From an optimization exercise on the open Yosys and OpenROAD flow, aimed at small area, a short achievable clock period and few clock cycles per item; shortcuts taken in it are not production practice. At most, simulation tests tie the RTL to the original design; equivalence was not proved. No activity file was given, so power comes from the tool's default toggle rates.

==> inputs of run X <==
## ALU_top
module ALU_top(
    input soc_clk,
    input reset,
    input [31:0] ALU_dat1,
    input [31:0] ALU_dat2,
    input [5:0] Instruction_from_CU,
    output ALU_overflow,
    output ALU_con_met,
    output ALU_zero,
    output ALU_err,
    output ALU_ready,
    output [31:0] ALU_out,
    output ALU_accept
);
Settings: LEC_CHECK=0, ABC_AREA=1, CAP_MARGIN=20, CORE_MARGIN=2, CORE_UTILIZATION=60, SLEW_MARGIN=20; clock period 14.0 ns.
standard.sh (not shown) runs the stock make flow with config.mk's settings and CLKGATE_MAP_FILE= SYNTH_SCRIPT=/design/flow/synth_recipe.tcl, a recipe that flattens the netlist after the stock synthesis.
==> flow/flow/run.sh <==
#!/bin/bash
# Standard ORFS layout (the standard.sh), with plain buf_2 port buffers, a
# setup margin so that the repair steps size the logic for a shorter period,
# and clock tree synthesis without dummy balancing loads.
set -euo pipefail
bash standard.sh "BUFFER_PORTS_ARGS=-buffer_cell sky130_fd_sc_hd__buf_2" SETUP_SLACK_MARGIN=8.15 RECOVER_POWER=30 \
  "CTS_ARGS=-sink_clustering_enable -repair_clock_nets -dont_use_dummy_load" finish > standard.log 2>&1
==> inputs of run M, as changes to run X <==
==> flow/flow/run.sh (replaced) <==
#!/bin/bash
# Standard ORFS layout (the standard.sh), with plain buf_2 port buffers, a
# setup margin so that the repair steps size the logic for a shorter period,
# and clock tree synthesis without dummy balancing loads.
set -euo pipefail
bash standard.sh "BUFFER_PORTS_ARGS=-buffer_cell sky130_fd_sc_hd__buf_2" SETUP_SLACK_MARGIN=8.15 \
  "CTS_ARGS=-sink_clustering_enable -repair_clock_nets -dont_use_dummy_load" finish > standard.log 2>&1
--- a/flow/config.mk
+++ b/flow/config.mk
@@ -9,4 +9,4 @@
 export CAP_MARGIN = 20
 export CORE_MARGIN = 2
-export CORE_UTILIZATION = 60
+export CORE_UTILIZATION = 70
 export SLEW_MARGIN = 20
==> inputs of run H, as changes to run X <==
==> flow/flow/run.sh (replaced) <==
#!/bin/bash
# Standard ORFS layout (the standard.sh), with plain buf_2 port buffers and a
# setup margin so that the repair steps size the logic for a shorter period.
set -euo pipefail
bash standard.sh "BUFFER_PORTS_ARGS=-buffer_cell sky130_fd_sc_hd__buf_2" SETUP_SLACK_MARGIN=8.0 finish > standard.log 2>&1
--- a/flow/config.mk
+++ b/flow/config.mk
@@ -9,4 +9,4 @@
 export CAP_MARGIN = 20
 export CORE_MARGIN = 2
-export CORE_UTILIZATION = 60
+export CORE_UTILIZATION = 40
 export SLEW_MARGIN = 20
==> summary of the runs <==
Run H completed with no timing, DRC or antenna violations. Run X ran to the end with no violations. Run M ran to the end with no violations.
Utilization, lowest first: run H, run X, run M.
In run H the clock-buffer cell count is higher than in run X, by 1.
In combinational power, run H and run X hardly differ.
Final area: run M < run X < run H.
The lowest via count belongs to run H, the highest to run M.
Clock power is about the same in run X and run M.
Power: run H > run M > run X.
Cell count: run H is larger than run M (6.6%).
Global-route usage: run H < run X < run M.
==> figures <==
                                                                              run H                      run X                      run M
Status                                                     timing/DRC/antenna clean   timing/DRC/antenna clean   timing/DRC/antenna clean
Horiz. Die Dim                                                               124 µm                     102 µm                    94.6 µm
Num tapcells                                                                    180                        129                        105
Worst EP required                                                          14100 ps                   14160 ps                   14060 ps
Master cell of the clock root buffer                     sky130_fd_sc_hd__clkbuf_16  sky130_fd_sc_hd__clkbuf_8  sky130_fd_sc_hd__clkbuf_8
Filler cell count                                                              1550                        975                        678
Worst setup path endpoint                                                  out_r[5]                  out_r[11]                   out_r[8]
#MultiIn Comb                                                                   818                        819                        819
Total cell area at the placement stage                                     6330 µm²                   6230 µm²                   6210 µm²
Number of non-filler instances in the completed layout                         1264                       1213                       1186
Area of the core region                                                   13900 µm²                   9280 µm²                   8090 µm²
Min Hold Slack                                                               434 ps                     445 ps                     449 ps
Number of clock-tree buffers in the layout                                        6                          5                          5
Count of buffer and inverter cells on the critical path                           3                          4                          4
Power per unit of standard cell area                                    75.4 nW/µm²                70.3 nW/µm²                70.8 nW/µm²
Vias/cell                                                                      5.67                       6.18                       6.48
Wire length reported by the detailed router                                 23.6 mm                    21.8 mm                    21.9 mm
Routed via count                                                               7166                       7502                       7691
First DRT Iteration DRCs                                                        843                       1232                       1225
Testbench counts of run X, summed over its fixed seeds: cycles 24,000, items 12,000.
Testbench counts of run M, summed over its fixed seeds: cycles 24,000, items 12,000.
Testbench counts of run H, summed over its fixed seeds: cycles 24,000, items 12,000.

---

==> inputs of xenon <==
Another version of the RTL of ALU_top (not shown whole).
==> module ALU_top, before the edit <==
module ALU_top(
    input soc_clk,
    input reset,
    input [31:0] ALU_dat1,
    input [31:0] ALU_dat2,
    input [5:0] Instruction_from_CU,
    output ALU_overflow,
    output ALU_con_met,
    output ALU_zero,
    output ALU_err,
    output ALU_ready,
    output [31:0] ALU_out,
    output ALU_accept
);
    reg busy;
    always @(posedge soc_clk) begin
        if (reset) busy <= 1'b0;
        else       busy <= ~busy;
    end
    assign ALU_accept = ~busy;
    assign ALU_ready  = busy;
    assign ALU_err    = 1'b0;
    wire [31:0] a = ALU_dat1;
    wire [31:0] b = ALU_dat2;
    wire [5:0]  c = Instruction_from_CU;
    wire is_beq  = (c == 6'd4);
    wire is_bne  = (c == 6'd5);
    wire is_blt  = (c == 6'd6);
    wire is_bge  = (c == 6'd7);
    wire is_bltu = (c == 6'd8);
    wire is_bgeu = (c == 6'd9);
    wire is_add  = (c == 6'd18) | (c == 6'd27);
    wire is_sub  = (c == 6'd28);
    wire is_sll  = (c == 6'd24) | (c == 6'd29);
    wire is_srl  = (c == 6'd25) | (c == 6'd33);
    wire is_sra  = (c == 6'd26) | (c == 6'd34);
    wire is_slt  = (c == 6'd19) | (c == 6'd30);
    wire is_sltu = (c == 6'd20) | (c == 6'd31);
    wire is_xor  = (c == 6'd21) | (c == 6'd32);
    wire is_or   = (c == 6'd22) | (c == 6'd35);
    wire is_and  = (c == 6'd23) | (c == 6'd36);
    wire        do_sub = ~is_add;
    wire [31:0] bx  = b ^ {32{do_sub}};
    wire [32:0] sum = {1'b0, a} + {1'b0, bx} + {32'd0, do_sub};
    wire ltu = ~sum[32];
    wire lts = (a[31] ^ b[31]) ? a[31] : sum[31];
    wire eq  = (a == b);
    wire ovf = (a[31] == bx[31]) & (sum[31] != a[31]);
    wire [31:0] sh_l = a << b[4:0];
    wire [31:0] sh_r = a >> b[4:0];
    wire [31:0] sh_a = $signed(a) >>> b[4:0];
    wire [31:0] res =
        ({32{is_add | is_sub}} & sum[31:0]) |
        ({32{is_sll}} & sh_l) |
        ({32{is_srl}} & sh_r) |
        ({32{is_sra}} & sh_a) |
        ({32{is_xor}} & (a ^ b)) |
        ({32{is_or}}  & (a | b)) |
        ({32{is_and}} & (a & b)) |
        {31'd0, (is_slt & lts) | (is_sltu & ltu)};
    wire cm = (is_beq & eq) | (is_bne & ~eq) | (is_blt & lts) | (is_bge & ~lts) |
              (is_bltu & ltu) | (is_bgeu & ~ltu);
    reg [31:0] out_r;
    reg        ovf_r, cm_r;
    always @(posedge soc_clk) begin
        out_r <= res;
        ovf_r <= (is_add | is_sub) & ovf;
        cm_r  <= cm;
    end
    assign ALU_out      = out_r;
    assign ALU_overflow = ovf_r;
    assign ALU_con_met  = cm_r;
    assign ALU_zero     = ~|out_r;
endmodule
clock: 14.0 ns
lec_check: 0
cap_margin: 20
core_margin: 2
core_utilization: 40
slew_margin: 20
run.sh (not shown) runs the stock make flow with config.mk's settings and CLKGATE_MAP_FILE= SYNTH_SCRIPT=/design/flow/synth_recipe.tcl, a recipe that flattens the netlist after the stock synthesis.
Stock flow here: none of the scripts above is used.
==> violet (differences from xenon) <==
--- a/flow/design.v
+++ b/flow/design.v
@@ -43,3 +43,4 @@
     wire [31:0] bx  = b ^ {32{do_sub}};
-    wire [32:0] sum = {1'b0, a} + {1'b0, bx} + {32'd0, do_sub};
+    wire [33:0] sum1 = {1'b0, a, 1'b1} + {1'b0, bx, do_sub};
+    wire [32:0] sum = sum1[33:1];
     wire ltu = ~sum[32];
@@ -48,10 +49,21 @@
     wire ovf = (a[31] == bx[31]) & (sum[31] != a[31]);
-    wire [31:0] sh_l = a << b[4:0];
-    wire [31:0] sh_r = a >> b[4:0];
-    wire [31:0] sh_a = $signed(a) >>> b[4:0];
+    wire [31:0] a_rev, sh_rev;
+    genvar gi;
+    generate
+        for (gi = 0; gi < 32; gi = gi + 1) begin : REV
+            assign a_rev[gi]  = a[31-gi];
+            assign sh_rev[gi] = sh_r[31-gi];
+        end
+    endgenerate
+    wire [31:0] sh_in = is_sll ? a_rev : a;
+    wire        fill  = is_sra & a[31];
+    wire [31:0] r0 = b[0] ? {fill, sh_in[31:1]} : sh_in;
+    wire [31:0] r1 = b[1] ? {{2{fill}}, r0[31:2]} : r0;
+    wire [31:0] r2 = b[2] ? {{4{fill}}, r1[31:4]} : r1;
+    wire [31:0] r3 = b[3] ? {{8{fill}}, r2[31:8]} : r2;
+    wire [31:0] sh_r = b[4] ? {{16{fill}}, r3[31:16]} : r3;
     wire [31:0] res =
         ({32{is_add | is_sub}} & sum[31:0]) |
-        ({32{is_sll}} & sh_l) |
-        ({32{is_srl}} & sh_r) |
-        ({32{is_sra}} & sh_a) |
+        ({32{is_sll}} & sh_rev) |
+        ({32{is_srl | is_sra}} & sh_r) |
         ({32{is_xor}} & (a ^ b)) |
==> flow/flow/run.sh (new file) <==
#!/bin/bash
# Standard ORFS layout, with plain buffers on the ports and a setup margin for the repair steps.
set -euo pipefail
bash standard.sh "BUFFER_PORTS_ARGS=-buffer_cell sky130_fd_sc_hd__buf_2" SETUP_SLACK_MARGIN=8.5 finish > standard.log 2>&1
==> flow/standard.sh (new file) <==
#!/bin/bash
# synth_recipe.tcl (not shown) runs the flow's synth.tcl, then flattens the netlist and writes it again
# the make line also repeats each setting of config.mk as NAME=value (left out here)
make -C /OpenROAD-flow-scripts/flow DESIGN_CONFIG=/design/flow/config.mk WORK_HOME=/design/flow/orfs CLKGATE_MAP_FILE= SYNTH_SCRIPT=/design/flow/synth_recipe.tcl "${@:-finish}"
removed: flow/run.sh
==> ember (differences from xenon) <==
--- a/flow/design.v
+++ b/flow/design.v
@@ -43,3 +43,4 @@
     wire [31:0] bx  = b ^ {32{do_sub}};
-    wire [32:0] sum = {1'b0, a} + {1'b0, bx} + {32'd0, do_sub};
+    wire [33:0] sum1 = {1'b0, a, 1'b1} + {1'b0, bx, do_sub};
+    wire [32:0] sum = sum1[33:1];
     wire ltu = ~sum[32];
@@ -48,10 +49,21 @@
     wire ovf = (a[31] == bx[31]) & (sum[31] != a[31]);
-    wire [31:0] sh_l = a << b[4:0];
-    wire [31:0] sh_r = a >> b[4:0];
-    wire [31:0] sh_a = $signed(a) >>> b[4:0];
+    wire [31:0] a_rev, sh_rev;
+    genvar gi;
+    generate
+        for (gi = 0; gi < 32; gi = gi + 1) begin : REV
+            assign a_rev[gi]  = a[31-gi];
+            assign sh_rev[gi] = sh_r[31-gi];
+        end
+    endgenerate
+    wire [31:0] sh_in = is_sll ? a_rev : a;
+    wire        fill  = is_sra & a[31];
+    wire [31:0] r0 = b[0] ? {fill, sh_in[31:1]} : sh_in;
+    wire [31:0] r1 = b[1] ? {{2{fill}}, r0[31:2]} : r0;
+    wire [31:0] r2 = b[2] ? {{4{fill}}, r1[31:4]} : r1;
+    wire [31:0] r3 = b[3] ? {{8{fill}}, r2[31:8]} : r2;
+    wire [31:0] sh_r = b[4] ? {{16{fill}}, r3[31:16]} : r3;
     wire [31:0] res =
         ({32{is_add | is_sub}} & sum[31:0]) |
-        ({32{is_sll}} & sh_l) |
-        ({32{is_srl}} & sh_r) |
-        ({32{is_sra}} & sh_a) |
+        ({32{is_sll}} & sh_rev) |
+        ({32{is_srl | is_sra}} & sh_r) |
         ({32{is_xor}} & (a ^ b)) |
==> flow/flow/run.sh (new file) <==
#!/bin/bash
# Standard ORFS layout, with plain buffers on the ports instead of the default choice.
set -euo pipefail
bash standard.sh "BUFFER_PORTS_ARGS=-buffer_cell sky130_fd_sc_hd__buf_2" finish > standard.log 2>&1
==> flow/standard.sh (new file) <==
#!/bin/bash
# synth_recipe.tcl (not shown) runs the flow's synth.tcl, then flattens the netlist and writes it again
# the make line also repeats each setting of config.mk as NAME=value (left out here)
make -C /OpenROAD-flow-scripts/flow DESIGN_CONFIG=/design/flow/config.mk WORK_HOME=/design/flow/orfs CLKGATE_MAP_FILE= SYNTH_SCRIPT=/design/flow/synth_recipe.tcl "${@:-finish}"
removed: flow/run.sh
==> qor summary <==
Result of the run: ember complete, no violations; violet complete, no violations; xenon complete, no violations
Met3 Use GR: ember 0.0490; violet 0.0709; xenon 0.0337
Internal power contribution: ember 0.000321 W; violet 0.000372 W; xenon 0.000326 W
Number of distinct library cells after synthesis: ember 72; violet 72; xenon 91
Post-synthesis share of cell area spent on full adders, half adders and majority gates: ember 0.167; violet 0.167; xenon 0.151
Die extent in y: ember 144 um; violet 144 um; xenon 152 um
Launch point of the critical path: ember Instruction_from_CU[1]; violet Instruction_from_CU[5]; xenon Instruction_from_CU[4]
Number of standard cells in the layout, taps in and fillers out: ember 1257; violet 1341; xenon 1434
Delay of the slowest critical-path stage: ember 790 ps; violet 480 ps; xenon 600 ps
Clk pwr share: ember 0.230; violet 0.196; xenon 0.191
Tapcells: ember 265; violet 265; xenon 280
Synth Cell Area: ember 0.00785 sq mm; violet 0.00785 sq mm; xenon 0.00877 sq mm
Buffers, non-clock: ember 117; violet 193; xenon 124
Function was not checked in any run of this note: the RTL went through the layout flow alone.

## static timing again, ports no longer ideal
The results above use ideal ports. As a check the final layouts listed here were re-extracted and re-timed, cells and wires unchanged.
Step 1: set_driving_cell puts a clkbuf_16 on soc_clk and a buf_2 on each other input, an assumption about the parent block.
Step 2 times the ports against the registers' clock, not the clock port: input delays grow and output delays shrink by t, the midpoint of the rising clock arrivals with the driver on.
a / b / c = ideal ports / drivers / drivers and shift; a / b = the first two.
run | shift t [ns] | setup slack, ns | worst hold slack (ns) | clock arrival spread, ns | pins driven straight from the clock port
run X | 0.316 | 8.370 / 8.369 / 8.053 | 0.445 / 0.445 / 0.445 | 0.012 / 0.012 | 1
run M | 0.316 | 8.347 / 8.356 / 8.041 | 0.449 / 0.449 / 0.449 | 0.017 / 0.017 | 1
run H | 0.319 | 8.254 / 8.270 / 7.951 | 0.434 / 0.434 / 0.434 | 0.010 / 0.010 | 1
xenon | 0.333 | 7.037 / 7.055 / 6.722 | 0.433 / 0.433 / 0.433 | 0.013 / 0.012 | 1
violet | 0.323 | 8.284 / 8.278 / 7.955 | 0.429 / 0.429 / 0.429 | 0.011 / 0.012 | 1
ember | 0.326 | 6.513 / 6.531 / 6.205 | 0.427 / 0.427 / 0.427 | 0.010 / 0.010 | 1
After both steps every run listed still meets setup and hold. The setup slack of violet, which loses most, moves by -0.006 ns with the drivers and by -0.329 ns with both steps.
